From an optimization exercise on the open Yosys and OpenROAD flow, aimed at small area, a short achievable clock period and few clock cycles; shortcuts taken in it are not production practice.
RTL that was checked went through simulation tests only; none was proved equivalent to the original.
For run 1, only the layout was checked, not whether the RTL still works.
Power is estimated from default activity; no workload was simulated.

==> design/flow/constraint.sdc <==
create_clock -name core_clock -period 10.0 [get_ports {sys_clk}]
set_input_delay 2.0000 -clock core_clock [delete_from_list [all_inputs] [get_ports {sys_clk}]]
set_output_delay 2.0000 -clock core_clock [all_outputs]
set_load 0.01 [all_outputs]
==> design/flow/design.v <==
module Top(
    input                           sys_clk     ,
    input                           sys_rst_n   ,
    input                           trig        ,
    output  reg                     vld         ,
    input                   [9:0]   data_in     ,
    output  wire    signed  [12:0]  sin_out     ,
    output  wire    signed  [12:0]  cos_out
);
wire [7:0] r = data_in[7:0];
reg  [7:0] w;        
reg        sw;       
reg        s_neg;
reg        c_neg;
reg        busy;
always @(posedge sys_clk) begin
    w     <= r[7] ? (8'd0 - r) : r;
    sw    <= data_in[8] ^ data_in[7];
    s_neg <= data_in[9];
    c_neg <= data_in[9] ^ data_in[8];
end
always @(posedge sys_clk or negedge sys_rst_n) begin
    if (~sys_rst_n) begin
        busy <= 1'b0;
        vld  <= 1'b0;
    end
    else begin
        busy <= trig;
        vld  <= busy;
    end
end
wire [10:0] s_t;
wire [11:0] c_t;
sc_tab tab (.a(w[6:0]), .s(s_t), .c(c_t));
wire [10:0] s_w = w[7] ? 11'd1448 : s_t;
wire [11:0] c_w = w[7] ? 12'd1448 : c_t;
wire        fix = sw && (w == 8'd108);
wire [11:0] s_mag = sw ? c_w : {1'b0, s_w};
wire [11:0] c_mag = sw ? (fix ? 12'd1259 : {1'b0, s_w}) : c_w;
reg [12:0] s_r, c_r;
always @(posedge sys_clk) begin
    s_r <= s_neg ? -{1'b0, s_mag} : {1'b0, s_mag};
    c_r <= c_neg ? -{1'b0, c_mag} : {1'b0, c_mag};
end
assign sin_out = s_r;
assign cos_out = c_r;
endmodule
module sc_tab(
    input  [6:0] a,
    output [10:0] s,
    output [11:0] c
);
wire new_n31;
wire new_n32;
wire new_n33;
wire new_n34;
wire new_n35;
wire new_n37;
wire new_n38;
wire new_n39;
wire new_n40;
wire new_n41;
wire new_n42;
wire new_n43;
wire new_n45;
wire new_n46;
wire new_n47;
wire new_n48;
wire new_n49;
wire new_n50;
wire new_n51;
wire new_n52;
wire new_n53;
wire new_n54;
wire new_n55;
wire new_n56;
wire new_n57;
wire new_n58;
wire new_n59;
wire new_n60;
wire new_n61;
wire new_n62;
wire new_n63;
wire new_n64;
wire new_n65;
wire new_n66;
wire new_n67;
wire new_n68;
wire new_n69;
wire new_n70;
wire new_n71;
wire new_n72;
wire new_n73;
wire new_n74;
wire new_n75;
wire new_n76;
wire new_n77;
wire new_n78;
wire new_n79;
wire new_n80;
wire new_n81;
wire new_n82;
wire new_n83;
wire new_n84;
wire new_n85;
wire new_n86;
wire new_n87;
wire new_n88;
wire new_n89;
wire new_n90;
wire new_n91;
wire new_n92;
wire new_n93;
wire new_n94;
wire new_n95;
wire new_n96;
wire new_n97;
wire new_n98;
wire new_n100;
wire new_n101;
wire new_n102;
wire new_n103;
wire new_n104;
wire new_n105;
wire new_n106;
wire new_n107;
wire new_n108;
wire new_n109;
wire new_n110;
wire new_n111;
wire new_n112;
wire new_n113;
wire new_n114;
wire new_n116;
wire new_n117;
wire new_n118;
wire new_n119;
wire new_n120;
wire new_n121;
wire new_n122;
wire new_n123;
wire new_n124;
wire new_n125;
wire new_n126;
wire new_n127;
wire new_n128;
wire new_n129;
wire new_n130;
wire new_n131;
wire new_n132;
wire new_n133;
wire new_n134;
wire new_n135;
wire new_n136;
wire new_n137;
wire new_n138;
wire new_n139;
wire new_n140;
wire new_n141;
wire new_n142;
wire new_n143;
wire new_n144;
wire new_n145;
wire new_n146;
wire new_n147;
wire new_n148;
wire new_n149;
wire new_n150;
wire new_n151;
wire new_n152;
wire new_n153;
wire new_n154;
wire new_n155;
wire new_n156;
wire new_n157;
wire new_n158;
wire new_n159;
wire new_n160;
wire new_n161;
wire new_n162;
wire new_n163;
wire new_n164;
wire new_n165;
wire new_n166;
wire new_n167;
wire new_n168;
wire new_n169;
wire new_n170;
wire new_n171;
wire new_n172;
wire new_n173;
wire new_n174;
wire new_n175;
wire new_n176;
wire new_n177;
wire new_n178;
wire new_n179;
wire new_n180;
wire new_n181;
wire new_n182;
wire new_n183;
wire new_n185;
wire new_n187;
wire new_n188;
wire new_n189;
wire new_n190;
wire new_n191;
wire new_n192;
wire new_n193;
wire new_n194;
wire new_n195;
wire new_n196;
wire new_n197;
wire new_n198;
wire new_n199;
wire new_n200;
wire new_n201;
wire new_n202;
wire new_n203;
wire new_n204;
wire new_n205;
wire new_n206;
wire new_n207;
wire new_n208;
wire new_n209;
wire new_n210;
wire new_n211;
wire new_n212;
wire new_n213;
wire new_n214;
wire new_n215;
wire new_n216;
wire new_n217;
wire new_n218;
wire new_n219;
wire new_n220;
wire new_n221;
wire new_n222;
wire new_n223;
wire new_n224;
wire new_n225;
wire new_n226;
wire new_n227;
wire new_n228;
wire new_n229;
wire new_n230;
wire new_n231;
wire new_n232;
wire new_n233;
wire new_n234;
wire new_n235;
wire new_n236;
wire new_n237;
wire new_n238;
wire new_n239;
wire new_n240;
wire new_n241;
wire new_n242;
wire new_n243;
wire new_n244;
wire new_n245;
wire new_n247;
wire new_n248;
wire new_n249;
wire new_n250;
wire new_n251;
wire new_n252;
wire new_n253;
wire new_n254;
wire new_n255;
wire new_n256;
wire new_n257;
wire new_n258;
wire new_n259;
wire new_n260;
wire new_n261;
wire new_n262;
wire new_n263;
wire new_n264;
wire new_n265;
wire new_n266;
wire new_n267;
wire new_n268;
wire new_n269;
wire new_n270;
wire new_n271;
wire new_n272;
wire new_n273;
wire new_n274;
wire new_n275;
wire new_n276;
wire new_n277;
wire new_n278;
wire new_n279;
wire new_n280;
wire new_n281;
wire new_n282;
wire new_n283;
wire new_n284;
wire new_n285;
wire new_n287;
wire new_n288;
wire new_n289;
wire new_n290;
wire new_n291;
wire new_n292;
wire new_n293;
wire new_n294;
wire new_n295;
wire new_n296;
wire new_n297;
wire new_n298;
wire new_n299;
wire new_n300;
wire new_n301;
wire new_n302;
wire new_n303;
wire new_n304;
wire new_n305;
wire new_n306;
wire new_n307;
wire new_n308;
wire new_n309;
wire new_n310;
wire new_n311;
wire new_n312;
wire new_n313;
wire new_n314;
wire new_n315;
wire new_n316;
wire new_n317;
wire new_n318;
wire new_n319;
wire new_n320;
wire new_n321;
wire new_n322;
wire new_n323;
wire new_n324;
wire new_n325;
wire new_n327;
wire new_n328;
wire new_n329;
wire new_n330;
wire new_n331;
wire new_n332;
wire new_n333;
wire new_n334;
wire new_n335;
wire new_n336;
wire new_n337;
wire new_n338;
wire new_n339;
wire new_n340;
wire new_n341;
wire new_n342;
wire new_n343;
wire new_n344;
wire new_n345;
wire new_n346;
wire new_n347;
wire new_n348;
wire new_n349;
wire new_n350;
wire new_n351;
wire new_n352;
wire new_n353;
wire new_n354;
wire new_n355;
wire new_n356;
wire new_n357;
wire new_n358;
wire new_n359;
wire new_n360;
wire new_n361;
wire new_n362;
wire new_n363;
wire new_n364;
wire new_n365;
wire new_n366;
wire new_n367;
wire new_n369;
wire new_n370;
wire new_n371;
wire new_n372;
wire new_n373;
wire new_n374;
wire new_n375;
wire new_n376;
wire new_n377;
wire new_n378;
wire new_n379;
wire new_n380;
wire new_n381;
wire new_n382;
wire new_n383;
wire new_n384;
wire new_n385;
wire new_n386;
wire new_n387;
wire new_n388;
wire new_n389;
wire new_n390;
wire new_n391;
wire new_n392;
wire new_n393;
wire new_n394;
wire new_n395;
wire new_n396;
wire new_n397;
wire new_n398;
wire new_n399;
wire new_n400;
wire new_n401;
wire new_n402;
wire new_n403;
wire new_n405;
wire new_n406;
wire new_n408;
wire new_n409;
wire new_n411;
wire new_n412;
wire new_n413;
wire new_n415;
wire new_n416;
wire new_n417;
wire new_n418;
wire new_n419;
wire new_n420;
wire new_n421;
wire new_n422;
wire new_n423;
wire new_n424;
wire new_n425;
wire new_n426;
wire new_n427;
wire new_n429;
wire new_n430;
wire new_n432;
wire new_n433;
wire new_n434;
wire new_n435;
wire new_n436;
wire new_n437;
wire new_n438;
wire new_n439;
wire new_n440;
wire new_n441;
wire new_n442;
wire new_n443;
wire new_n444;
wire new_n445;
wire new_n446;
wire new_n447;
wire new_n448;
wire new_n449;
wire new_n450;
wire new_n452;
wire new_n453;
wire new_n454;
wire new_n455;
wire new_n456;
wire new_n457;
wire new_n458;
wire new_n459;
wire new_n460;
wire new_n461;
wire new_n462;
wire new_n463;
wire new_n464;
wire new_n465;
wire new_n466;
wire new_n467;
wire new_n468;
wire new_n469;
wire new_n470;
wire new_n471;
wire new_n472;
wire new_n473;
wire new_n474;
wire new_n475;
wire new_n476;
wire new_n478;
wire new_n479;
wire new_n480;
wire new_n481;
wire new_n482;
wire new_n483;
wire new_n484;
wire new_n485;
wire new_n486;
wire new_n487;
wire new_n488;
wire new_n489;
wire new_n490;
wire new_n491;
wire new_n492;
wire new_n493;
wire new_n494;
wire new_n495;
wire new_n496;
wire new_n497;
wire new_n498;
wire new_n499;
wire new_n500;
wire new_n501;
wire new_n502;
wire new_n503;
wire new_n504;
wire new_n505;
wire new_n506;
wire new_n508;
wire new_n509;
wire new_n510;
wire new_n511;
wire new_n512;
wire new_n513;
wire new_n514;
wire new_n515;
wire new_n516;
wire new_n517;
wire new_n518;
wire new_n519;
wire new_n520;
wire new_n521;
wire new_n522;
wire new_n523;
wire new_n524;
wire new_n525;
wire new_n526;
wire new_n527;
wire new_n528;
wire new_n529;
wire new_n530;
wire new_n531;
wire new_n532;
wire new_n533;
wire new_n534;
wire new_n535;
wire new_n536;
wire new_n537;
wire new_n538;
wire new_n540;
wire new_n541;
wire new_n542;
wire new_n543;
wire new_n544;
wire new_n545;
wire new_n546;
wire new_n547;
wire new_n548;
wire new_n549;
wire new_n550;
wire new_n551;
wire new_n552;
wire new_n553;
wire new_n554;
wire new_n555;
wire new_n556;
wire new_n557;
wire new_n558;
wire new_n559;
wire new_n560;
wire new_n561;
wire new_n562;
wire new_n563;
wire new_n564;
wire new_n565;
wire new_n566;
wire new_n567;
wire new_n568;
wire new_n569;
wire new_n570;
wire new_n571;
wire new_n573;
wire new_n574;
wire new_n575;
wire new_n576;
wire new_n577;
wire new_n578;
wire new_n579;
wire new_n580;
wire new_n581;
wire new_n582;
wire new_n583;
wire new_n584;
wire new_n585;
wire new_n586;
wire new_n587;
wire new_n588;
wire new_n589;
wire new_n590;
wire new_n591;
wire new_n592;
wire new_n593;
wire new_n594;
wire new_n595;
wire new_n596;
wire new_n597;
wire new_n598;
wire new_n599;
wire new_n600;
wire new_n601;
wire new_n602;
wire new_n603;
wire new_n604;
wire new_n605;
wire new_n606;
wire new_n607;
wire new_n608;
wire new_n609;
wire new_n610;
assign new_n31 = a[6] & a[5];
assign new_n32 = a[6] & a[4];
assign new_n33 = a[2] & a[1];
assign new_n34 = ~a[3] & ~new_n33;
assign new_n35 = new_n32 & ~new_n34;
assign s[10] = ~(~new_n31 & ~new_n35);
assign new_n37 = ~a[2] & ~a[1];
assign new_n38 = ~a[4] & new_n37;
assign new_n39 = a[5] & ~new_n38;
assign new_n40 = ~a[6] & ~new_n39;
assign new_n41 = ~s[10] & ~new_n40;
assign new_n42 = ~a[4] & ~a[3];
assign new_n43 = ~a[6] & new_n42;
assign s[9] = new_n41 & ~new_n43;
assign new_n45 = ~a[4] & a[1];
assign new_n46 = a[6] & new_n45;
assign new_n47 = a[2] & ~a[1];
assign new_n48 = a[4] & ~a[0];
assign new_n49 = new_n47 & new_n48;
assign new_n50 = ~new_n41 & new_n49;
assign new_n51 = ~a[6] & a[1];
assign new_n52 = a[4] & ~a[2];
assign new_n53 = new_n51 & new_n52;
assign new_n54 = a[6] & ~a[5];
assign new_n55 = new_n47 & new_n54;
assign new_n56 = ~new_n53 & ~new_n55;
assign new_n57 = a[1] & a[0];
assign new_n58 = a[6] & a[2];
assign new_n59 = new_n57 & ~new_n58;
assign new_n60 = a[4] & ~a[3];
assign new_n61 = ~a[5] & a[2];
assign new_n62 = ~new_n60 & new_n61;
assign new_n63 = ~new_n59 & ~new_n62;
assign new_n64 = new_n56 & new_n63;
assign new_n65 = ~new_n50 & new_n64;
assign new_n66 = ~new_n46 & new_n65;
assign new_n67 = ~a[5] & new_n66;
assign new_n68 = a[6] & ~a[4];
assign new_n69 = a[3] & ~a[2];
assign new_n70 = new_n68 & new_n69;
assign new_n71 = ~a[5] & a[4];
assign new_n72 = ~a[6] & new_n71;
assign new_n73 = ~new_n60 & ~new_n72;
assign new_n74 = ~a[6] & ~a[2];
assign new_n75 = ~new_n45 & new_n74;
assign new_n76 = new_n73 & new_n75;
assign new_n77 = a[5] & new_n37;
assign new_n78 = ~a[5] & ~a[3];
assign new_n79 = a[5] & a[3];
assign new_n80 = ~new_n78 & ~new_n79;
assign new_n81 = ~a[4] & new_n80;
assign new_n82 = ~new_n77 & new_n81;
assign new_n83 = ~new_n76 & ~new_n82;
assign new_n84 = ~new_n70 & new_n83;
assign new_n85 = ~a[5] & a[0];
assign new_n86 = new_n51 & new_n85;
assign new_n87 = new_n57 & new_n68;
assign new_n88 = new_n31 & ~new_n87;
assign new_n89 = ~new_n86 & ~new_n88;
assign new_n90 = a[3] & ~new_n65;
assign new_n91 = a[4] & ~new_n90;
assign new_n92 = new_n89 & ~new_n91;
assign new_n93 = ~a[3] & ~new_n89;
assign new_n94 = a[2] & ~new_n93;
assign new_n95 = ~new_n92 & new_n94;
assign new_n96 = new_n84 & ~new_n95;
assign new_n97 = ~new_n67 & ~new_n96;
assign new_n98 = new_n52 & new_n78;
assign s[7] = ~(~new_n97 & ~new_n98);
assign new_n100 = ~a[6] & a[4];
assign new_n101 = ~new_n68 & ~new_n100;
assign new_n102 = ~a[5] & a[3];
assign new_n103 = ~new_n101 & ~new_n102;
assign new_n104 = s[7] & new_n103;
assign new_n105 = a[5] & new_n42;
assign new_n106 = a[5] & ~a[3];
assign new_n107 = ~new_n101 & ~new_n106;
assign new_n108 = ~new_n31 & ~new_n107;
assign new_n109 = ~new_n105 & ~new_n108;
assign new_n110 = ~s[7] & ~new_n109;
assign new_n111 = ~a[6] & a[3];
assign new_n112 = ~a[5] & ~a[4];
assign new_n113 = new_n111 & new_n112;
assign new_n114 = ~new_n110 & ~new_n113;
assign s[8] = ~new_n104 & new_n114;
assign new_n116 = a[3] & ~a[0];
assign new_n117 = ~a[6] & new_n116;
assign new_n118 = ~a[6] & ~a[1];
assign new_n119 = ~new_n106 & new_n118;
assign new_n120 = ~a[4] & ~new_n119;
assign new_n121 = ~new_n117 & new_n120;
assign new_n122 = a[3] & ~new_n57;
assign new_n123 = new_n31 & ~new_n122;
assign new_n124 = ~a[1] & ~a[0];
assign new_n125 = ~a[3] & ~new_n124;
assign new_n126 = ~a[5] & ~new_n125;
assign new_n127 = ~new_n123 & ~new_n126;
assign new_n128 = new_n121 & new_n127;
assign new_n129 = a[6] & new_n125;
assign new_n130 = a[5] & ~new_n111;
assign new_n131 = ~new_n129 & new_n130;
assign new_n132 = a[3] & ~a[1];
assign new_n133 = ~a[6] & a[0];
assign new_n134 = ~new_n132 & new_n133;
assign new_n135 = a[1] & new_n78;
assign new_n136 = a[4] & ~new_n135;
assign new_n137 = ~new_n134 & new_n136;
assign new_n138 = ~new_n131 & new_n137;
assign new_n139 = ~new_n128 & ~new_n138;
assign new_n140 = a[5] & ~a[2];
assign new_n141 = a[1] & new_n140;
assign new_n142 = a[2] & ~a[0];
assign new_n143 = a[5] & ~a[4];
assign new_n144 = a[6] & new_n143;
assign new_n145 = ~new_n142 & new_n144;
assign new_n146 = new_n66 & ~new_n145;
assign new_n147 = ~new_n141 & new_n146;
assign new_n148 = new_n139 & ~new_n141;
assign new_n149 = ~new_n61 & ~new_n139;
assign new_n150 = new_n42 & ~new_n149;
assign new_n151 = ~new_n148 & new_n150;
assign new_n152 = ~new_n147 & ~new_n151;
assign new_n153 = ~a[3] & new_n152;
assign new_n154 = ~a[4] & ~new_n152;
assign new_n155 = ~a[4] & a[2];
assign new_n156 = a[4] & ~new_n58;
assign new_n157 = ~new_n57 & ~new_n156;
assign new_n158 = new_n51 & ~new_n142;
assign new_n159 = ~new_n157 & ~new_n158;
assign new_n160 = ~new_n155 & ~new_n159;
assign new_n161 = ~a[6] & a[5];
assign new_n162 = new_n124 & ~new_n161;
assign new_n163 = ~new_n74 & new_n162;
assign new_n164 = ~a[5] & ~a[2];
assign new_n165 = a[5] & a[2];
assign new_n166 = ~new_n164 & ~new_n165;
assign new_n167 = new_n57 & ~new_n71;
assign new_n168 = ~new_n166 & new_n167;
assign new_n169 = ~new_n163 & ~new_n168;
assign new_n170 = ~new_n160 & new_n169;
assign new_n171 = ~new_n154 & ~new_n170;
assign new_n172 = a[3] & ~new_n171;
assign new_n173 = ~new_n153 & ~new_n172;
assign new_n174 = new_n139 & ~new_n173;
assign new_n175 = a[6] & a[3];
assign new_n176 = ~new_n31 & ~new_n175;
assign new_n177 = a[4] & new_n176;
assign new_n178 = new_n173 & new_n177;
assign new_n179 = ~new_n174 & ~new_n178;
assign new_n180 = a[3] & new_n31;
assign new_n181 = new_n179 & ~new_n180;
assign new_n182 = ~a[2] & ~new_n181;
assign new_n183 = a[2] & ~new_n139;
assign s[6] = ~(~new_n182 & ~new_n183);
assign new_n185 = new_n61 & new_n87;
assign s[5] = ~(new_n173 & ~new_n185);
assign new_n187 = ~a[2] & a[0];
assign new_n188 = ~new_n142 & ~new_n187;
assign new_n189 = a[1] & new_n188;
assign new_n190 = new_n152 & new_n189;
assign new_n191 = ~a[0] & new_n140;
assign new_n192 = new_n58 & new_n85;
assign new_n193 = ~a[1] & ~new_n192;
assign new_n194 = ~new_n191 & new_n193;
assign new_n195 = ~a[3] & ~new_n188;
assign new_n196 = a[4] & ~new_n195;
assign new_n197 = ~new_n194 & new_n196;
assign new_n198 = ~new_n190 & new_n197;
assign new_n199 = a[3] & a[0];
assign new_n200 = ~a[3] & ~a[0];
assign new_n201 = ~new_n199 & ~new_n200;
assign new_n202 = a[6] & ~a[2];
assign new_n203 = a[4] & a[3];
assign new_n204 = ~new_n42 & ~new_n203;
assign new_n205 = new_n202 & ~new_n204;
assign new_n206 = new_n201 & new_n205;
assign new_n207 = ~new_n57 & ~new_n124;
assign new_n208 = a[3] & ~new_n37;
assign new_n209 = new_n207 & new_n208;
assign new_n210 = new_n57 & ~new_n199;
assign new_n211 = ~new_n209 & ~new_n210;
assign new_n212 = new_n31 & ~new_n211;
assign new_n213 = ~a[1] & a[0];
assign new_n214 = a[3] & new_n213;
assign new_n215 = ~new_n142 & ~new_n214;
assign new_n216 = a[3] & a[2];
assign new_n217 = new_n54 & ~new_n216;
assign new_n218 = ~new_n215 & new_n217;
assign new_n219 = ~a[6] & new_n79;
assign new_n220 = new_n37 & new_n219;
assign new_n221 = new_n134 & new_n166;
assign new_n222 = ~new_n220 & ~new_n221;
assign new_n223 = ~new_n218 & new_n222;
assign new_n224 = new_n61 & ~new_n201;
assign new_n225 = new_n57 & new_n224;
assign new_n226 = a[1] & new_n166;
assign new_n227 = ~new_n51 & ~new_n61;
assign new_n228 = ~a[0] & ~new_n227;
assign new_n229 = ~new_n226 & new_n228;
assign new_n230 = ~new_n225 & ~new_n229;
assign new_n231 = new_n223 & new_n230;
assign new_n232 = ~new_n212 & new_n231;
assign new_n233 = ~a[4] & ~new_n232;
assign new_n234 = ~new_n206 & ~new_n233;
assign new_n235 = ~new_n198 & new_n234;
assign new_n236 = a[5] & a[0];
assign new_n237 = ~new_n213 & ~new_n236;
assign new_n238 = ~a[2] & ~new_n42;
assign new_n239 = ~new_n237 & new_n238;
assign new_n240 = new_n162 & ~new_n164;
assign new_n241 = ~new_n239 & ~new_n240;
assign new_n242 = ~new_n175 & ~new_n241;
assign new_n243 = a[1] & new_n142;
assign new_n244 = new_n100 & new_n243;
assign new_n245 = ~new_n242 & ~new_n244;
assign s[4] = ~(new_n235 & new_n245);
assign new_n247 = ~a[6] & ~a[0];
assign new_n248 = ~new_n199 & ~new_n247;
assign new_n249 = new_n112 & ~new_n248;
assign new_n250 = ~a[0] & ~new_n61;
assign new_n251 = a[4] & new_n250;
assign new_n252 = ~new_n175 & ~new_n251;
assign new_n253 = new_n175 & new_n251;
assign new_n254 = ~new_n252 & ~new_n253;
assign new_n255 = ~new_n235 & new_n254;
assign new_n256 = new_n155 & ~new_n176;
assign new_n257 = new_n98 & new_n133;
assign new_n258 = a[1] & ~new_n257;
assign new_n259 = ~new_n256 & new_n258;
assign new_n260 = ~new_n255 & new_n259;
assign new_n261 = ~new_n249 & new_n260;
assign new_n262 = a[6] & ~a[0];
assign new_n263 = ~new_n155 & ~new_n206;
assign new_n264 = new_n262 & ~new_n263;
assign new_n265 = a[0] & ~new_n54;
assign new_n266 = new_n43 & new_n140;
assign new_n267 = ~new_n265 & ~new_n266;
assign new_n268 = ~new_n161 & ~new_n203;
assign new_n269 = ~new_n267 & ~new_n268;
assign new_n270 = ~a[3] & ~new_n156;
assign new_n271 = a[0] & ~new_n270;
assign new_n272 = ~a[0] & new_n101;
assign new_n273 = ~a[5] & ~new_n272;
assign new_n274 = ~new_n271 & new_n273;
assign new_n275 = ~a[1] & ~new_n274;
assign new_n276 = ~new_n269 & new_n275;
assign new_n277 = ~new_n264 & new_n276;
assign new_n278 = ~new_n261 & ~new_n277;
assign new_n279 = ~a[2] & new_n213;
assign new_n280 = a[5] & new_n279;
assign new_n281 = a[5] & ~a[0];
assign new_n282 = ~a[3] & new_n58;
assign new_n283 = ~new_n51 & ~new_n282;
assign new_n284 = new_n281 & ~new_n283;
assign new_n285 = ~new_n280 & ~new_n284;
assign s[3] = ~(~new_n278 & new_n285);
assign new_n287 = ~new_n203 & new_n213;
assign new_n288 = new_n152 & new_n287;
assign new_n289 = ~new_n112 & new_n232;
assign new_n290 = a[3] & new_n187;
assign new_n291 = ~new_n289 & new_n290;
assign new_n292 = ~a[3] & a[2];
assign new_n293 = ~a[5] & ~new_n292;
assign new_n294 = ~new_n207 & new_n293;
assign new_n295 = ~a[3] & ~a[1];
assign new_n296 = ~new_n124 & ~new_n165;
assign new_n297 = ~new_n295 & ~new_n296;
assign new_n298 = ~new_n294 & ~new_n297;
assign new_n299 = a[4] & ~new_n298;
assign new_n300 = ~a[3] & new_n280;
assign new_n301 = ~a[4] & ~a[0];
assign new_n302 = a[6] & ~new_n301;
assign new_n303 = new_n176 & ~new_n302;
assign new_n304 = ~new_n69 & new_n281;
assign new_n305 = ~new_n295 & new_n304;
assign new_n306 = ~new_n243 & ~new_n305;
assign new_n307 = ~new_n303 & new_n306;
assign new_n308 = ~new_n300 & new_n307;
assign new_n309 = ~new_n299 & new_n308;
assign new_n310 = ~new_n291 & new_n309;
assign new_n311 = ~new_n288 & new_n310;
assign new_n312 = a[4] & a[1];
assign new_n313 = a[2] & new_n312;
assign new_n314 = new_n85 & ~new_n313;
assign new_n315 = new_n38 & new_n281;
assign new_n316 = ~new_n314 & ~new_n315;
assign new_n317 = ~a[3] & ~new_n316;
assign new_n318 = ~a[3] & ~new_n39;
assign new_n319 = ~new_n85 & ~new_n281;
assign new_n320 = ~a[4] & a[0];
assign new_n321 = new_n33 & new_n320;
assign new_n322 = ~new_n319 & ~new_n321;
assign new_n323 = ~new_n318 & ~new_n322;
assign new_n324 = ~a[6] & ~new_n323;
assign new_n325 = ~new_n317 & new_n324;
assign s[2] = ~new_n311 & ~new_n325;
assign new_n327 = a[6] & new_n204;
assign new_n328 = ~a[1] & ~new_n327;
assign new_n329 = new_n208 & ~new_n328;
assign new_n330 = ~new_n282 & ~new_n312;
assign new_n331 = ~new_n236 & ~new_n330;
assign new_n332 = a[0] & new_n175;
assign new_n333 = ~a[2] & ~new_n68;
assign new_n334 = ~new_n332 & new_n333;
assign new_n335 = ~new_n331 & ~new_n334;
assign new_n336 = ~new_n329 & new_n335;
assign new_n337 = ~new_n188 & new_n302;
assign new_n338 = a[4] & new_n74;
assign new_n339 = ~new_n337 & ~new_n338;
assign new_n340 = a[3] & ~new_n339;
assign new_n341 = ~a[6] & ~new_n216;
assign new_n342 = new_n188 & new_n341;
assign new_n343 = new_n133 & new_n155;
assign new_n344 = a[1] & ~new_n31;
assign new_n345 = ~new_n42 & new_n344;
assign new_n346 = ~new_n343 & new_n345;
assign new_n347 = ~new_n342 & new_n346;
assign new_n348 = ~new_n340 & new_n347;
assign new_n349 = ~new_n336 & ~new_n348;
assign new_n350 = ~new_n143 & ~new_n349;
assign new_n351 = ~new_n52 & ~new_n68;
assign new_n352 = ~a[0] & ~new_n351;
assign new_n353 = new_n39 & new_n352;
assign new_n354 = ~a[6] & new_n77;
assign new_n355 = ~a[3] & ~new_n354;
assign new_n356 = ~new_n353 & new_n355;
assign new_n357 = ~new_n350 & new_n356;
assign new_n358 = a[5] & a[4];
assign new_n359 = ~new_n349 & ~new_n358;
assign new_n360 = ~new_n33 & new_n207;
assign new_n361 = a[6] & ~new_n47;
assign new_n362 = ~new_n321 & new_n361;
assign new_n363 = ~new_n360 & new_n362;
assign new_n364 = ~new_n343 & ~new_n363;
assign new_n365 = a[5] & ~new_n364;
assign new_n366 = a[3] & ~new_n365;
assign new_n367 = ~new_n359 & new_n366;
assign s[1] = ~new_n357 & ~new_n367;
assign new_n369 = ~new_n54 & ~new_n219;
assign new_n370 = new_n124 & ~new_n369;
assign new_n371 = s[6] & new_n370;
assign new_n372 = ~new_n38 & new_n202;
assign new_n373 = ~new_n312 & ~new_n372;
assign new_n374 = a[3] & ~new_n373;
assign new_n375 = new_n100 & new_n295;
assign new_n376 = ~new_n374 & ~new_n375;
assign new_n377 = a[0] & ~new_n376;
assign new_n378 = a[1] & ~a[0];
assign new_n379 = ~new_n179 & new_n378;
assign new_n380 = ~new_n377 & ~new_n379;
assign new_n381 = ~a[5] & ~new_n380;
assign new_n382 = a[5] & ~new_n173;
assign new_n383 = a[1] & ~new_n199;
assign new_n384 = ~a[6] & ~new_n214;
assign new_n385 = ~new_n383 & new_n384;
assign new_n386 = new_n68 & ~new_n295;
assign new_n387 = ~a[4] & ~new_n386;
assign new_n388 = ~new_n385 & new_n387;
assign new_n389 = ~new_n382 & new_n388;
assign new_n390 = a[6] & ~new_n132;
assign new_n391 = ~new_n312 & new_n390;
assign new_n392 = a[1] & new_n42;
assign new_n393 = ~a[2] & ~new_n60;
assign new_n394 = ~new_n332 & ~new_n393;
assign new_n395 = ~new_n392 & new_n394;
assign new_n396 = ~new_n391 & new_n395;
assign new_n397 = new_n202 & new_n213;
assign new_n398 = a[5] & ~new_n397;
assign new_n399 = ~a[2] & new_n45;
assign new_n400 = new_n398 & ~new_n399;
assign new_n401 = ~new_n396 & new_n400;
assign new_n402 = ~new_n389 & ~new_n401;
assign new_n403 = ~new_n381 & new_n402;
assign s[0] = ~(~new_n371 & new_n403);
assign new_n405 = new_n37 & new_n42;
assign new_n406 = ~a[0] & new_n405;
assign c[11] = new_n249 & new_n406;
assign new_n408 = ~new_n34 & new_n358;
assign new_n409 = a[6] & new_n408;
assign c[9] = ~c[11] & ~new_n409;
assign new_n411 = new_n32 & ~new_n65;
assign new_n412 = ~s[10] & ~new_n411;
assign new_n413 = ~new_n408 & ~new_n412;
assign c[8] = ~c[11] & ~new_n413;
assign new_n415 = a[5] & new_n242;
assign new_n416 = ~a[1] & ~new_n85;
assign new_n417 = new_n216 & ~new_n416;
assign new_n418 = ~new_n34 & ~new_n417;
assign new_n419 = a[6] & ~new_n418;
assign new_n420 = ~c[11] & ~new_n419;
assign new_n421 = ~new_n415 & new_n420;
assign new_n422 = ~new_n41 & ~new_n421;
assign new_n423 = new_n41 & ~new_n42;
assign new_n424 = ~new_n413 & new_n423;
assign new_n425 = ~new_n422 & ~new_n424;
assign new_n426 = ~new_n68 & new_n425;
assign new_n427 = new_n100 & new_n208;
assign c[6] = ~(~new_n425 & ~new_n427);
assign new_n429 = ~new_n43 & ~new_n327;
assign new_n430 = ~c[6] & new_n429;
assign c[7] = ~(~new_n426 & ~new_n430);
assign new_n432 = ~a[1] & ~new_n320;
assign new_n433 = ~new_n84 & new_n432;
assign new_n434 = a[6] & ~new_n77;
assign new_n435 = ~new_n57 & new_n238;
assign new_n436 = new_n80 & ~new_n435;
assign new_n437 = ~new_n434 & ~new_n436;
assign new_n438 = ~new_n433 & new_n437;
assign new_n439 = ~a[5] & new_n204;
assign new_n440 = ~new_n72 & ~new_n439;
assign new_n441 = ~a[4] & ~new_n58;
assign new_n442 = ~new_n33 & ~new_n37;
assign new_n443 = ~new_n207 & new_n442;
assign new_n444 = ~new_n441 & ~new_n443;
assign new_n445 = ~new_n440 & ~new_n444;
assign new_n446 = new_n38 & new_n262;
assign new_n447 = new_n58 & ~new_n112;
assign new_n448 = ~new_n416 & new_n447;
assign new_n449 = ~new_n446 & ~new_n448;
assign new_n450 = ~new_n445 & new_n449;
assign c[5] = ~(~new_n438 & new_n450);
assign new_n452 = new_n132 & new_n217;
assign new_n453 = ~new_n224 & ~new_n452;
assign new_n454 = ~new_n260 & ~new_n453;
assign new_n455 = ~a[6] & new_n83;
assign new_n456 = ~a[3] & ~new_n140;
assign new_n457 = ~new_n455 & new_n456;
assign new_n458 = ~new_n57 & ~new_n166;
assign new_n459 = new_n60 & ~new_n458;
assign new_n460 = new_n132 & new_n191;
assign new_n461 = new_n33 & new_n79;
assign new_n462 = new_n52 & new_n132;
assign new_n463 = ~new_n461 & ~new_n462;
assign new_n464 = a[6] & ~new_n378;
assign new_n465 = new_n52 & new_n102;
assign new_n466 = ~new_n464 & ~new_n465;
assign new_n467 = new_n463 & new_n466;
assign new_n468 = ~new_n460 & new_n467;
assign new_n469 = ~new_n459 & new_n468;
assign new_n470 = ~new_n50 & new_n469;
assign new_n471 = ~new_n457 & new_n470;
assign new_n472 = a[1] & new_n31;
assign new_n473 = ~a[2] & new_n125;
assign new_n474 = ~new_n435 & new_n473;
assign new_n475 = ~new_n472 & ~new_n474;
assign new_n476 = ~new_n471 & new_n475;
assign c[4] = ~(~new_n454 & new_n476);
assign new_n478 = new_n165 & new_n295;
assign new_n479 = ~new_n45 & new_n142;
assign new_n480 = new_n126 & new_n479;
assign new_n481 = ~new_n250 & new_n392;
assign new_n482 = a[6] & ~new_n214;
assign new_n483 = ~new_n61 & ~new_n482;
assign new_n484 = ~new_n481 & ~new_n483;
assign new_n485 = ~new_n480 & new_n484;
assign new_n486 = ~new_n478 & ~new_n485;
assign new_n487 = new_n189 & new_n439;
assign new_n488 = ~new_n38 & new_n236;
assign new_n489 = ~new_n406 & ~new_n488;
assign new_n490 = ~new_n487 & new_n489;
assign new_n491 = ~new_n486 & new_n490;
assign new_n492 = a[1] & ~new_n142;
assign new_n493 = new_n105 & new_n492;
assign new_n494 = new_n47 & new_n79;
assign new_n495 = ~a[6] & ~new_n49;
assign new_n496 = ~new_n494 & new_n495;
assign new_n497 = ~new_n493 & new_n496;
assign new_n498 = ~new_n225 & ~new_n300;
assign new_n499 = a[1] & new_n164;
assign new_n500 = ~new_n200 & ~new_n213;
assign new_n501 = ~new_n499 & new_n500;
assign new_n502 = a[4] & ~new_n501;
assign new_n503 = ~c[11] & ~new_n502;
assign new_n504 = new_n498 & new_n503;
assign new_n505 = new_n497 & new_n504;
assign new_n506 = ~new_n371 & new_n505;
assign c[3] = ~(~new_n491 & ~new_n506);
assign new_n508 = new_n165 & new_n173;
assign new_n509 = new_n112 & new_n152;
assign new_n510 = ~new_n32 & new_n61;
assign new_n511 = ~a[3] & ~new_n510;
assign new_n512 = new_n378 & ~new_n511;
assign new_n513 = ~new_n509 & new_n512;
assign new_n514 = ~new_n78 & new_n393;
assign new_n515 = new_n57 & ~new_n72;
assign new_n516 = ~new_n514 & new_n515;
assign new_n517 = new_n152 & new_n516;
assign new_n518 = ~new_n513 & ~new_n517;
assign new_n519 = ~new_n508 & ~new_n518;
assign new_n520 = ~new_n179 & new_n311;
assign new_n521 = ~a[1] & ~new_n520;
assign new_n522 = new_n54 & ~new_n521;
assign new_n523 = a[3] & new_n166;
assign new_n524 = ~new_n405 & ~new_n523;
assign new_n525 = new_n247 & ~new_n524;
assign new_n526 = new_n111 & new_n188;
assign new_n527 = a[2] & ~new_n111;
assign new_n528 = ~a[1] & ~new_n527;
assign new_n529 = ~new_n526 & new_n528;
assign new_n530 = ~new_n73 & new_n213;
assign new_n531 = ~new_n78 & ~new_n124;
assign new_n532 = ~a[6] & ~a[4];
assign new_n533 = ~new_n531 & new_n532;
assign new_n534 = ~new_n327 & ~new_n533;
assign new_n535 = ~new_n530 & new_n534;
assign new_n536 = ~new_n529 & new_n535;
assign new_n537 = ~new_n525 & ~new_n536;
assign new_n538 = ~new_n522 & new_n537;
assign c[2] = ~(~new_n519 & ~new_n538);
assign new_n540 = ~new_n45 & ~new_n48;
assign new_n541 = new_n146 & ~new_n540;
assign new_n542 = ~new_n71 & ~new_n541;
assign new_n543 = ~a[3] & new_n188;
assign new_n544 = ~new_n542 & new_n543;
assign new_n545 = new_n118 & new_n233;
assign new_n546 = ~a[4] & new_n201;
assign new_n547 = a[4] & a[0];
assign new_n548 = ~new_n140 & new_n547;
assign new_n549 = ~new_n191 & ~new_n548;
assign new_n550 = ~new_n546 & new_n549;
assign new_n551 = a[1] & ~new_n550;
assign new_n552 = ~new_n390 & ~new_n434;
assign new_n553 = ~new_n279 & ~new_n295;
assign new_n554 = ~a[5] & ~new_n553;
assign new_n555 = ~a[1] & ~new_n301;
assign new_n556 = new_n61 & ~new_n555;
assign new_n557 = new_n463 & ~new_n556;
assign new_n558 = ~new_n554 & new_n557;
assign new_n559 = ~new_n552 & new_n558;
assign new_n560 = ~new_n551 & new_n559;
assign new_n561 = ~new_n124 & new_n155;
assign new_n562 = ~new_n53 & ~new_n561;
assign new_n563 = ~new_n54 & ~new_n80;
assign new_n564 = ~new_n562 & new_n563;
assign new_n565 = ~new_n85 & ~new_n165;
assign new_n566 = ~a[1] & ~new_n204;
assign new_n567 = ~new_n565 & new_n566;
assign new_n568 = ~new_n86 & ~new_n567;
assign new_n569 = ~new_n564 & new_n568;
assign new_n570 = ~new_n560 & new_n569;
assign new_n571 = ~new_n545 & new_n570;
assign c[1] = ~(~new_n544 & new_n571);
assign new_n573 = ~new_n117 & new_n198;
assign new_n574 = ~new_n117 & ~new_n215;
assign new_n575 = new_n47 & ~new_n574;
assign new_n576 = ~new_n69 & ~new_n292;
assign new_n577 = new_n57 & ~new_n74;
assign new_n578 = new_n576 & new_n577;
assign new_n579 = ~new_n247 & ~new_n464;
assign new_n580 = ~new_n576 & new_n579;
assign new_n581 = ~new_n578 & ~new_n580;
assign new_n582 = ~new_n575 & new_n581;
assign new_n583 = ~a[4] & ~new_n582;
assign new_n584 = new_n48 & ~new_n74;
assign new_n585 = ~new_n118 & new_n584;
assign new_n586 = new_n576 & new_n585;
assign new_n587 = new_n398 & ~new_n586;
assign new_n588 = ~new_n583 & new_n587;
assign new_n589 = ~new_n573 & new_n588;
assign new_n590 = a[0] & ~new_n175;
assign new_n591 = ~new_n204 & new_n378;
assign new_n592 = new_n175 & new_n591;
assign new_n593 = ~new_n590 & ~new_n592;
assign new_n594 = ~s[6] & ~new_n593;
assign new_n595 = s[6] & new_n332;
assign new_n596 = ~a[0] & ~new_n43;
assign new_n597 = new_n47 & ~new_n596;
assign new_n598 = ~new_n293 & ~new_n510;
assign new_n599 = new_n386 & ~new_n492;
assign new_n600 = ~new_n598 & ~new_n599;
assign new_n601 = new_n38 & new_n116;
assign new_n602 = ~a[3] & ~new_n378;
assign new_n603 = new_n100 & ~new_n602;
assign new_n604 = ~new_n601 & ~new_n603;
assign new_n605 = new_n600 & new_n604;
assign new_n606 = ~new_n597 & new_n605;
assign new_n607 = ~new_n595 & new_n606;
assign new_n608 = ~new_n594 & new_n607;
assign new_n609 = ~new_n589 & ~new_n608;
assign new_n610 = new_n74 & new_n591;
assign c[0] = ~(~new_n609 & ~new_n610);
assign c[10] = ~c[11];
endmodule
==> design/flow/flow/run.sh <==
#!/bin/bash
# The standard layout, with faster port buffers and timing repair aimed 6.5 ns below the clock period.
set -euo pipefail
bash standard.sh "BUFFER_PORTS_ARGS=-buffer_cell sky130_fd_sc_hd__buf_2" SETUP_SLACK_MARGIN=6.5 finish > standard_flow.log 2>&1
==> design/flow/standard.sh <==
#!/bin/bash
# synth_recipe.tcl (not shown) runs the flow's synth.tcl, then flattens the netlist and writes it again
# the make line also repeats each setting of config.mk as NAME=value (left out here)
make -C /OpenROAD-flow-scripts/flow DESIGN_CONFIG=/design/flow/config.mk WORK_HOME=/design/flow/orfs CLKGATE_MAP_FILE= SYNTH_SCRIPT=/design/flow/synth_recipe.tcl "${@:-finish}"
==> design/flow/config.mk <==
export PLATFORM = sky130hd
export DESIGN_NAME = Top
export DESIGN_NICKNAME = Top
export VERILOG_FILES = /design/flow/design.v
export SDC_FILE = /design/flow/constraint.sdc
export NUM_CORES = 4
export LEC_CHECK = 0
export ABC_AREA = 1
export CAP_MARGIN = 20
export CORE_MARGIN = 2
export CORE_UTILIZATION = 40
export SLEW_MARGIN = 20
export SYNTH_MEMORY_MAX_BITS = 32768
==> results of run 1 <==
==> layer usage <==
metal  vias to the layer above  global-route usage (%)  part of all wire (%)
li1                       2615                       -                     -
met1                      2685                    43.6                    39
met2                       438                    47.6                    41
met3                        95                    9.47                    13
met4                         0                    14.2                   5.8
met5                         -                       0                     0
==> per-stage QoR <==
stage	instance area [um2]	worst slack, ns
finish	6070	6.58
detailed placement	4900	5.90
global route	6070	6.39
global placement	4900	5.95
CTS	5440	6.49
floorplan	4650	6.57
==> power breakdown <==
part	leakage (nW)	internal [mW]	switching (mW)	total, mW
registers	0.336	0.199	0.0161	0.215
clock network	0.0868	0.124	0.0631	0.187
logic	2.53	0.241	0.426	0.667
==> worst max-delay path, cell delays in order (launching register included) <==
cell        delay, ns
dfxtp_4          0.35
buf_12           0.11
clkinvlp_4       0.21
ha_4             0.26
buf_4            0.15
o21ai_0          0.23
nand2_1          0.10
nor2_1           0.18
a21oi_1          0.13
nor2_1           0.23
nand2_1          0.10
nand2_1          0.07
nand2_1          0.07
nand2_1          0.07
nand2_1          0.11
nand2_1          0.09
nand2_1          0.07
nand2_1          0.13
inv_1            0.11
nor3_2           0.14
inv_2            0.06
o21ai_4          0.17
nand2_1          0.07
nand2_1          0.05
nand2_1          0.04
==> cells in the mapped netlist (all sizes together) <==
cell	count	area (um2)
xnor2	2	17.5
a32o	1	10.0
o211a	1	10.0
nand3	51	298
nor2	80	339
nand4	14	109
dfrtp	2	50.1
a21o	1	7.51
o21a	1	7.51
dfxtp	37	741
buf	20	143
a31oi	9	56.3
o2111ai	4	35.0
clkinv	3	11.3
nor3	20	105
a22oi	1	7.51
a2111oi	3	26.3
inv	98	373
clkbuf	10	37.5
or2	1	6.26
a221oi	1	8.76
o32ai	1	8.76
nor4	2	12.5
a21oi	19	95.1
a211oi	2	15.0
o211ai	10	80.1
a21boi	1	7.51
o41ai	1	8.76
xor2	19	166
ha	35	438
o311ai	1	8.76
o21ai	70	388
nand2	224	963
o22ai	6	37.5
o31ai	3	22.5
==> what timing repair did <==
item                                    4_1_cts  5_1_grt
gates cloned                                  3        1
endpoints found under the setup margin       24       22
pin swaps                                     3       25
resized for setup                            46       82
setup buffers                                14       33
hold buffers                                  0        0
==> final cells by class <==
type,instances,share of cell area (%)
clock inverter,2,0.577
sequential,39,13.3
tap,143,2.95
timing repair buffer,97,13.7
multi-input combinational,584,60.4
clock buffer,6,2.29
inverter,101,6.82
==> registers in the layout (all words and copies together) (netlist names) <==
| register | flops |
|---|---|
| vld | 1 |
| busy | 1 |
| c_neg | 1 |
| w | 8 |
| c_r | 13 |
| s_r | 13 |
| sw | 1 |
| s_neg | 1 |
==> placed cells by master, fill, tap and decap left out, drive strengths merged, types with 4 or more instances in the layout <==
cell,count
nand3,51
nor2,80
inv,94
nand4,14
clkinvlp,4
ha,35
o2111ai,4
o211ai,10
nor3,20
a31oi,9
a21oi,19
clkbuf,7
o22ai,6
xor2,19
buf,93
dfxtp,37
clkinv,4
o21ai,70
nand2,224
==> logic make-up after synthesis <==
logic type	synth area share [%]
buffers and inverters	12.1
AOI/OAI and AO/OA	18.1
xor gates and xnor gates	3.95
DFF	17.0
and+or+nand+nor	39.4
adders and majority gates	9.42
==> final timing paths <==
check	to	slack [ns]	depth (start not counted)
max	s_r[10]	6.58	24
min	vld	0.35	0
max reg2reg	s_r[10]	6.58	24
min reg2reg	vld	0.35	0
max in group asynchronous	vld	8.42	1
min in group asynchronous	busy	1.49	1
==> impl_metrics.ini, run 1 <==
[status]
status = complete, no violations

[floorplanning]
rows = 39
floorplan.die_area_um2 = 12500
die_y_um = 112
start_util_pct = 40.9
core_area_um2 = 11400
ios = 40
die_w_um = 112

[global_route]
grt_max_degree = 30
grt_remaining_overflow = 0
grt_pass1_wl_mm = 31.2
grt_usage_pct = 32.3
antenna_found_initial = 0
grt_pass1_vias = 5393

[clocking]
worstSkewPairLatency_ns = 0.28
cts_buffers = 5
h-tree-depth = 2
clock-sinks = 39
path_clk_slew_ns = 0.06
cts_tree = done
clk_path_buf_depth = 2
cts_root_buffer = clkbuf_16

[yosys]
netlist_instances = 754
synthDistinctLibCells = 53
yosysSeqAreaShare_pct = 17.0
avgSynthCellArea_um2 = 6.17
ys_warn_count = 1
synth_nets = 802
ys_ff_latch = 39
syn_area_um2 = 4650

[timing]
fmax_ghz = 0.293
hold_ws_ns = 0.347
worst_pin_slew_ns = 0.737
fin_crit_sh_pct = 34.2
setup_violations = 0
fin_tns_setup_ns = 0
hold_viol = 0
rsz0062_at_grt = true
final.min_clock_period_ns = 3.42
slew_headroom_pct = 50.3
drv_slew = 0
finalClockSkew_ns = 0.00464

[final_layout]
n_fill_cell = 1153
final_net_count = 876
final_cells = 972
multi_input_area_um2 = 3670
syn_to_final_growth_pct = 30.5
diodes = 0
final_util_pct = 53.4
regArea_um2 = 806
drive_gt1_share_pct = 28.0

[critical_path]
endpoint_kind = register
crit_arrival_ns = 3.60
crit_start = w[5]
start_kind = register
cp_max_fo = 6
cp_data_required_time_ns = 10.18
critPathKind = register to register
r2r-start = w[5]

[job]
cap_violations = 0

[placed_design]
hpwl_mm = 14.9
gp_congestion = 1.05
dp_cells = 913
port_buffers = 39

[routing]
drc = 0
ant_nets = 0
route.detailed.wl_per_inst_um = 21.5
routed_wl_mm = 20.9
via_count = 5833
drt_iter0_drc = 841
drt_pre_antenna_iters = 8
drt-vias-per-instance = 6.00

[min_path]
worst_hold_startpoint = busy
min_path_type = register to register

[power_and_ir_drop]
power.total_mw = 1.07
ir_drop_v = 0.000116
p_leak_nw = 2.95
p_per_area_nw_per_um2 = 176
==> run 2: changes to the inputs <==
--- a/design/flow/design.v
+++ b/design/flow/design.v
@@ -37,13 +37,16 @@
 wire        fix = sw && (w == 8'd108);
 wire [11:0] s_mag = sw ? c_w : {1'b0, s_w};
 wire [11:0] c_mag = sw ? (fix ? 12'd1259 : {1'b0, s_w}) : c_w;
-reg [12:0] s_r, c_r;
+reg [11:0] s_r, c_r;
+reg        sn_r, cn_r;
 always @(posedge sys_clk) begin
-    s_r <= s_neg ? -{1'b0, s_mag} : {1'b0, s_mag};
-    c_r <= c_neg ? -{1'b0, c_mag} : {1'b0, c_mag};
+    s_r  <= s_mag;
+    c_r  <= c_mag;
+    sn_r <= s_neg;
+    cn_r <= c_neg;
 end
-assign sin_out = s_r;
-assign cos_out = c_r;
+assign sin_out = sn_r ? -{1'b0, s_r} : {1'b0, s_r};
+assign cos_out = cn_r ? -{1'b0, c_r} : {1'b0, c_r};
 endmodule
 module sc_tab(
     input  [6:0] a,
==> impl_metrics.ini, run 2 <==
[critical_path]
cp_data_required_time_ns = 8.00
crit_arrival_ns = 1.73
cp_slowest_cell = dfxtp_4
path_cells = inv_4 -> ha_4 -> inv_2 -> nor3_2 -> nor3b_2 -> inv_2 -> nor2_4 -> a21oi_2 -> xor2_1 -> buf_2
critPathKind = register to primary output
max_stage_delay_ns = 0.37
start_kind = register
cp_max_fo = 3
path_common_cell = inv_2
endpoint_kind = primary output

[timing]
final.min_clock_period_ns = 3.73
rsz0062_at_grt = true
hold_viol = 0
fin_crit_sh_pct = 37.3
drv_slew = 0
slew_headroom_pct = 52.6
fmax_ghz = 0.268
worst_pin_slew_ns = 0.711
hold_ws_ns = 0.328
finalClockSkew_ns = 0.00924
fin_tns_setup_ns = 0
setup_violations = 0

[placed_design]
gp_congestion = 1.07
hpwl_mm = 14.0
port_buffers = 39

[yosys]
synth_flop_cell = dfxtp_1
yosysMostFrequentCell = nand2_1
ys_ff_latch = 39
synth_area_leaders = dfxtp_1 (17%), nand2_1 (12%), ha_1 (10%)
avgSynthCellArea_um2 = 6.27
yosysSeqAreaShare_pct = 18.6
synth_edf_count = 0
synth_common_cells = nand2_1 (133), inv_1 (91), nor2_1 (75)
synth_top_area_share_pct = 17.4
post-synth-top-area-cell = dfxtp_1
ys_warn_count = 1
syn_area_um2 = 4260
synth_nets = 727
synthArstFlopShare_pct = 5.13
netlist_instances = 679
synthDistinctLibCells = 50

[global_route]
grt_remaining_overflow = 0
grt.busiest_layer = met2
met2_usage_pct = 49.0
grt_pass1_wl_mm = 28.4
grt_use_met3_pct = 9.91
grt_usage_pct = 32.8
grt_pass1_vias = 4976
grt_max_degree = 30
antenna_found_initial = 0
grt_use_met1_pct = 42.6

[final_layout]
largest_registers = c_r: 12 flops, s_r: 12 flops, w: 8 flops
drive_gt1_share_pct = 17.0
n_fill_cell = 1070
syn_to_final_growth_pct = 12.8
mostFrequentLayoutCell = nand2_1
layout_common_cells = nand2_1 (129), inv_1 (84), nor2_1 (70), o21ai_0 (55), nand3_1 (42)
diodes = 0
final_net_count = 757

[power_and_ir_drop]
p_leak_nw = 2.33
ir_drop_v = 0.000102
p_per_area_nw_per_um2 = 172

[routing]
ant_nets = 0
drt-vias-per-instance = 6.05
routed_wl_mm = 18.6
via_count = 5115
drt_pre_antenna_iters = 6
drc = 0
route.detailed.wl_per_inst_um = 22.0
drt_iter0_drc = 739

[status]
status = complete, no violations

[clocking]
h-tree-depth = 2
cts_root_buffer = clkbuf_8
cts_buffers = 5
clk_path_buf_depth = 2
worstSkewPairLatency_ns = 0.30
path_clk_slew_ns = 0.08
cts_tree = done
clock-sinks = 39

[floorplanning]
rows = 37
floorplan.die_area_um2 = 11500
die_y_um = 107
core_area_um2 = 10300
start_util_pct = 41.2
die_w_um = 107
ios = 40

[job]
cap_violations = 0

[min_path]
min_path_type = register to register
[run 2: changes by cell type in the layout (fill, tap and decap cells not counted), sizes merged, moves of 4 or more]
cell / change
nand2: -80
buf: -40
a21oi: +9
o21ai: -8
nand3: -6
nor3: -5
clkinvlp: -4
inv: +4
nand4: -4
o221ai: +4
o22ai: +4
xor2: +4
[run 2: layout make-up]
class / instances / area (um2) / area share, %
Sequential cell: 39 / 805 / 16.8
Inverter: 99 / 377 / 7.85
Clock buffer: 7 / 76.3 / 1.59
Multi-Input combinational cell: 511 / 3060 / 63.8
Tap cell: 136 / 170 / 3.55
Clock inverter: 1 / 5.00 / 0.104
Timing Repair Buffer: 53 / 304 / 6.33
[run 2: kinds of logic (layout without fill, tap and decap cells)]
group                    count (synthesis)  count (layout)  synth area share (%)
AND/OR/NAND/NOR                        299             299                  31.5
AO/OA/AOI/OAI                          149             149                  21.4
buffers and inverters                  129             160                  12.5
flip-flops                              39              39                  18.6
adder cells (fa/ha/maj)                 35              35                  10.3
XOR/XNOR                                28              28                  5.76
[run 2: per-layer routing]
layer,share of wire (%),routed length [um]
met5,0,0
met4,5.8,1080
met3,12,2210
met2,42,7860
met1,40,7480
[run 2: power breakdown]
group | internal, mW | total (mW) | switching, mW
clock | 0.0489 | 0.103 | 0.0537
sequential | 0.191 | 0.232 | 0.0406
combinational | 0.166 | 0.493 | 0.327
[run 2: worst paths after layout]
check | startpoint | endpoint | slack (ns) | cells after the start
worst min-delay path | s_neg | sn_r | 0.33 | 0
worst max register to register | w[5] | c_r[2] | 6.71 | 15
max in group asynchronous | sys_rst_n | busy | 8.43 | 1
worst min register to register | s_neg | sn_r | 0.33 | 0
worst max-delay path | c_r[0] | cos_out[10] | 6.27 | 10
min in group asynchronous | sys_rst_n | vld | 1.48 | 1
[run 2: per-stage QoR]
step	utilization [%]	instance area (um2)	power, mW	instances	setup slack, ns
after global routing	46.5	4800	0.877	846	6.17
after detailed placement	43.8	4520	0.669	831	6.44
after floorplan	-	4260	0.515	679	6.62
final	46.5	4800	0.827	846	6.27
after CTS	45.6	4710	0.789	843	6.27
after global placement	43.8	4520	0.679	831	6.43
[run 2: timing repair]
action                                  4_1_cts  5_1_grt
resized for setup                            29       20
buffers inserted                              4        3
hold buffers                                  0        0
endpoints found under the setup margin       13       18
pin swaps                                     3        9
hold endpoints to repair                      0        0
[run 2: critical path, delay by kind of cell (launching register included)]
family,cells,cell delay [ns]
adder cells (fa/ha/maj),1,0.12
AO/OA/AOI/OAI,1,0.06
flip-flops,1,0.37
XOR/XNOR,1,0.16
AND/OR/NAND/NOR,3,0.42
buffers and inverters,4,0.31
Testbench counts of run 2, summed over its fixed seeds: cycles 4,800.
==> run 3: changes to the inputs <==
==> design/flow/flow/run.sh (replaced) <==
#!/bin/bash
# The standard layout, without adder cells in synthesis, with faster port buffers,
# and with timing repair aimed 6.5 ns below the clock period.
set -euo pipefail
bash standard.sh ADDER_MAP_FILE= "BUFFER_PORTS_ARGS=-buffer_cell sky130_fd_sc_hd__buf_2" SETUP_SLACK_MARGIN=6.5  finish > standard_flow.log 2>&1
==> impl_metrics.ini, run 3 <==
[status]
status = complete, no violations

[floorplanning]
floorplan.die_area_um2 = 10400
die_w_um = 102
ios = 40
core_area_um2 = 9280
die_y_um = 102
start_util_pct = 41.5
rows = 35

[clocking]
clock-sinks = 39
cts_buffers = 5
clk_path_buf_depth = 2
h-tree-depth = 2
worstSkewPairLatency_ns = 0.29
path_clk_slew_ns = 0.08
cts_root_buffer = clkbuf_8
cts_tree = done

[routing]
drt-vias-per-instance = 6.18
route.detailed.wl_per_inst_um = 21.4
via_count = 5201
routed_wl_mm = 18.0
ant_nets = 0
drc = 0
drt_pre_antenna_iters = 6
drt_iter0_drc = 866

[yosys]
synth_common_cells = nand2_1 (147), nor2_1 (92), inv_1 (72)
syn_area_um2 = 3850
ys_warn_count = 1
synthArstFlopShare_pct = 5.13
synth_area_leaders = dfxtp_1 (19%), nand2_1 (14%), nor2_1 (9.0%)
yosysMostFrequentCell = nand2_1
synth_top_area_share_pct = 19.2
ys_ff_latch = 39
post-synth-top-area-cell = dfxtp_1
synthDistinctLibCells = 40
avgSynthCellArea_um2 = 5.78
synth_nets = 680
synth_edf_count = 0
yosysSeqAreaShare_pct = 20.5
netlist_instances = 667
synth_flop_cell = dfxtp_1

[final_layout]
layout_common_cells = nand2_1 (141), nor2_1 (85), inv_1 (67), nand3_1 (52), o21ai_0 (52)
mostFrequentLayoutCell = nand2_1
final_util_pct = 49.0
final_net_count = 724
drive_gt1_share_pct = 20.1
largest_registers = c_r: 12 flops, s_r: 12 flops, w: 8 flops
syn_to_final_growth_pct = 18.1
final_cells = 841
diodes = 0

[critical_path]
reg2reg_to = s_r[4]
crit_arrival_ns = 2.10
critPathKind = register to primary output
start_kind = register
cp_data_required_time_ns = 8.00
endpoint_kind = primary output
r2r-start = w[3]
cp_max_fo = 3
r2r_slack_ns = 6.70
ff2ff_path_depth = 19

[timing]
rsz0062_at_grt = true
final.min_clock_period_ns = 4.10
fin_crit_sh_pct = 41.0
worst_pin_slew_ns = 0.834
slew_headroom_pct = 43.0
finalClockSkew_ns = 0.0122
drv_slew = 0
fin_tns_setup_ns = 0
setup_violations = 0
hold_viol = 0
fmax_ghz = 0.244

[global_route]
grt_usage_pct = 34.1
grt_pass1_wl_mm = 26.6
grt_remaining_overflow = 0
grt_max_degree = 26
grt_pass1_vias = 4870
antenna_found_initial = 0
grt.busiest_layer = met2
met2_usage_pct = 49.5
grt_use_met1_pct = 43.4
grt_use_met3_pct = 11.6

[power_and_ir_drop]
power.total_mw = 0.836
ir_drop_v = 0.000119
p_clk_share_pct = 18.5
p_sw_mw = 0.394
sequentialPowerShare_pct = 27.2
power.share.combinational_pct = 54.3
p_sw_share_pct = 47.1
p_leak_nw = 2.16
internal-power_mw = 0.442
p_per_area_nw_per_um2 = 184

[placed_design]
hpwl_mm = 13.0
port_buffers = 39
gp_congestion = 1.03
dp_cells = 811

[min_path]
min_path_type = register to register
whs_path_depth = 0
worst_hold_startpoint = c_neg
hold_end = cn_r

[job]
cap_violations = 0
[run 3: cell families (layout without fill, tap and decap cells)]
kind of cell    after synthesis  in the layout  share of synthesized area, %
flops                        39             39                          20.5
xor+xnor                     28             28                          6.36
buf+inv                     112            157                          12.1
compound gates              153            153                          23.9
simple gates                335            335                          37.1
[run 3: critical path, stage by stage (launching register included)]
cell     delay [ns]
dfxtp_2        0.34
nor2_2         0.13
inv_1          0.06
nor2_2         0.12
inv_2          0.06
nor3_2         0.10
inv_1          0.08
nor2_2         0.13
inv_2          0.06
nor3_4         0.14
nand2_2        0.10
o21ai_2        0.16
xor2_1         0.17
buf_2          0.16
[run 3: cell type report]
class                           instances  area (um2)
Clock inverter                          2        60.1
Fill cell                             976        4730
Timing Repair Buffer                   68         447
Inverter                               81         308
Multi-Input combinational cell        516        2700
Tap cell                              129         161
Clock buffer                            6        72.6
Sequential cell                        39         802
[run 3: repair_timing]
item / in CTS / in global routing
hold buffers: 0 / 0
endpoints found under the setup margin: 18 / 36
setup buffers: 12 / 10
pin swaps: 13 / 20
resized for setup: 25 / 25
[run 3: how the worst max path moves through the flow]
| stage | startpoint | end | slack (ns) | depth (start not counted) |
|---|---|---|---|---|
| after floorplan | c_r[1] | cos_out[11] | 6.42 | 12 |
| after global placement | s_r[1] | sin_out[11] | 6.29 | 13 |
| after detailed placement | c_r[1] | cos_out[11] | 6.17 | 13 |
| after CTS | c_r[0] | cos_out[11] | 5.89 | 13 |
| after global routing | s_r[0] | sin_out[11] | 5.76 | 13 |
| final | c_r[1] | cos_out[11] | 5.90 | 13 |
[run 3: per-stage QoR]
stage / area [um2] / hold WS [ns] / setup WS, ns
2_1_floorplan: 3870 / 0.310 / 6.42
5_1_grt: 4550 / 0.331 / 5.76
3_3_place_gp: 4120 / 0.311 / 6.29
4_1_cts: 4420 / 0.330 / 5.89
6_report: 4550 / 0.327 / 5.90
3_5_place_dp: 4120 / 0.312 / 6.17
[run 3: layer usage]
metal  share of wire (%)  up-vias
met4                 6.1        2
met1                  37     2338
met2                  42      451
li1                    -     2313
met3                  15       97
met5                0.19        -
[run 3: power groups by stage]
stage / logic (mW) / registers, mW / clock network, mW
global placement: 0.410 / 0.218 / 0
finish: 0.454 / 0.227 / 0.155
global route: 0.483 / 0.230 / 0.162
CTS: 0.419 / 0.222 / 0.155
floorplan: 0.273 / 0.212 / 0
detailed placement: 0.402 / 0.222 / 0
==> run 4: changes to the inputs <==
==> design/flow/flow/run.sh (replaced) <==
#!/bin/bash
# The standard layout, without adder cells in synthesis, with faster port buffers,
# and with timing repair aimed 6.0 ns below the clock period.
set -euo pipefail
bash standard.sh ADDER_MAP_FILE= "BUFFER_PORTS_ARGS=-buffer_cell sky130_fd_sc_hd__buf_2" SETUP_SLACK_MARGIN=6.0  finish > standard_flow.log 2>&1
==> impl_metrics.ini, run 4 <==
[routing]
drc = 0
drt-vias-per-instance = 6.25
ant_nets = 0
drt_iter0_drc = 891
route.detailed.wl_per_inst_um = 20.3
via_count = 5142
drt_pre_antenna_iters = 7
routed_wl_mm = 16.7

[clocking]
cts_tree = done
clk_path_buf_depth = 2
cts_root_buffer = clkbuf_8
path_clk_slew_ns = 0.07
cts_buffers = 5
clock-sinks = 39
cts_hold_repair.buffers = 0
h-tree-depth = 2
worstSkewPairLatency_ns = 0.28

[power_and_ir_drop]
p_per_area_nw_per_um2 = 184
ir_drop_v = 0.0000849
power.total_mw = 0.802
p_leak_nw = 2.07

[yosys]
synth_common_cells = nand2_1 (147), nor2_1 (92), inv_1 (72)
avgSynthCellArea_um2 = 5.78
yosysSeqAreaShare_pct = 20.5
syn_area_um2 = 3850
synth_edf_count = 0
synth_area_leaders = dfxtp_1 (19%), nand2_1 (14%), nor2_1 (9.0%)
synthDistinctLibCells = 40
ys_warn_count = 1
post-synth-top-area-cell = dfxtp_1
synth_flop_cell = dfxtp_1
ys_ff_latch = 39
synth_nets = 680
synth_top_area_share_pct = 19.2
netlist_instances = 667
yosysMostFrequentCell = nand2_1
synthArstFlopShare_pct = 5.13

[min_path]
min_path_type = register to register

[timing]
fmax_ghz = 0.247
setup_violations = 0
hold_viol = 0
worst_pin_slew_ns = 0.779
drv_slew = 0
fin_crit_sh_pct = 40.5
finalClockSkew_ns = 0.00627
slew_headroom_pct = 46.7
fin_tns_setup_ns = 0
rsz0062_at_grt = true
final.min_clock_period_ns = 4.05
hold_ws_ns = 0.331

[critical_path]
cp_num_buf_inv = 5
max_stage_delay_ns = 0.36
cp_top_family = simple AND/OR/NAND/NOR gates
crit_arrival_ns = 2.05
cp_slowest_cell = dfxtp_4
r2r_slack_ns = 6.45
critPathKind = register to primary output
cp_max_fo = 3
path_common_cell = inv_2
cp_data_required_time_ns = 8.00
start_kind = register
endpoint_kind = primary output
path_cells = nor2_4 -> inv_2 -> nor2_4 -> inv_2 -> nor3_2 -> inv_1 -> nor2_2 -> inv_2 -> nor3_4 -> nand2_2 -> o21ai_2 -> xor2_1 -> buf_2

[floorplanning]
floorplan.die_area_um2 = 10400
start_util_pct = 41.5
ios = 40
die_w_um = 102
rows = 35
core_area_um2 = 9280
die_y_um = 102

[placed_design]
dpl-instance-area_um2 = 4110
gp_congestion = 1.11
hpwl_mm = 12.2
port_buffers = 39

[final_layout]
syn_to_final_growth_pct = 13.1
diodes = 0
final_net_count = 706
drive_gt1_share_pct = 16.3
mostFrequentLayoutCell = nand2_1
layout_common_cells = nand2_1 (144), nor2_1 (85), inv_1 (67), o21ai_0 (56), nand3_1 (52)
fin_area_um2 = 4360
largest_registers = c_r: 12 flops, s_r: 12 flops, w: 8 flops

[job]
cap_violations = 0

[global_route]
grt_max_degree = 26
grt_pass1_wl_mm = 25.3
grt_usage_pct = 31.8
antenna_found_initial = 0
grt_remaining_overflow = 0
grt_pass1_vias = 4713

[status]
status = complete, no violations
-- run 4: cell counts after synthesis --
Identical to the previous run, type by type.
-- run 4: repair_timing --
action | 4_1_cts | 5_1_grt
setup buffers | 1 | 2
resized for setup | 6 | 27
setup endpoints to repair | 8 | 13
pin swaps | 0 | 9
-- run 4: kinds of logic (layout without fill, tap and decap cells) --
family / after synthesis / after routing / synth area share (%)
AND/OR/NAND/NOR: 335 / 335 / 37.1
XOR/XNOR: 28 / 28 / 6.36
AO/OA/AOI/OAI: 153 / 153 / 23.9
flip-flops: 39 / 39 / 20.5
buffers and inverters: 112 / 139 / 12.1
-- run 4: report_power, final --
part | switching [mW] | internal [mW] | total (mW)
sequential | 0.0327 | 0.189 | 0.221
combinational | 0.293 | 0.137 | 0.431
clock | 0.0504 | 0.0997 | 0.150
total | 0.376 | 0.426 | 0.802
-- run 4: through the flow --
stage,utilization [%],instances,worst slack (ns)
2_1_floorplan,-,667,6.25
3_3_place_gp,44.2,812,6.08
3_5_place_dp,44.2,812,6.03
4_1_cts,45.9,821,5.93
5_1_grt,46.9,823,5.72
6_report,46.9,823,5.95
-- run 4: cell type report --
class / count / area [um2]
inverters: 81 / 304
well taps: 129 / 161
multi-input cells: 516 / 2680
flip-flops and latches: 39 / 796
repair buffers: 50 / 282
fillers: 1031 / 4930
clock buffers: 6 / 72.6
clock inverters: 2 / 60.1
-- run 4: final timing paths --
check                               start           to  cells after the start
worst min register to register      c_neg         cn_r                      0
worst min-delay path                c_neg         cn_r                      0
worst max register to register       w[0]       s_r[4]                     15
max in group asynchronous       sys_rst_n          vld                      1
min in group asynchronous       sys_rst_n         busy                      1
worst max-delay path               c_r[0]  cos_out[11]                     13
-- run 4: metal layers --
metal	up-vias	GRT usage [%]	share of wire (%)
met4	0	14.5	6.4
met1	2255	42.2	37
met5	-	0	0
li1	2263	-	-
met2	504	46.5	41
met3	120	11.0	16

[what the ideal ports hide]
In the flow no input, the clock included, has a driving cell. The finished layouts below were timed again as built, in two steps.
Step 1 (the two cells are an assumption about what drives the block):
set clk [get_ports {sys_clk}]
set_driving_cell -lib_cell sky130_fd_sc_hd__clkbuf_16 $clk
set_driving_cell -lib_cell sky130_fd_sc_hd__buf_2 [delete_from_list [all_inputs] $clk]
Step 2 also shifts input and output timing later by t, the mid clock arrival at the registers, as if the neighbouring blocks saw the same clock.
Slacks: no drivers / after step 1 / after step 2; pairs: no drivers / after step 1.
| run | t (ns) | slack for setup (ns) | worst register clock-pin slew, ns |
|---|---|---|---|
| run 1 | 0.319 | 6.585 / 6.585 / 6.585 | 0.06 / 0.06 |
| run 2 | 0.321 | 6.269 / 6.241 / 6.562 | 0.08 / 0.08 |
| run 3 | 0.315 | 5.898 / 5.871 / 6.185 | 0.08 / 0.08 |
| run 4 | 0.306 | 5.945 / 5.919 / 6.225 | 0.07 / 0.07 |
After both steps every run listed still meets setup and hold.
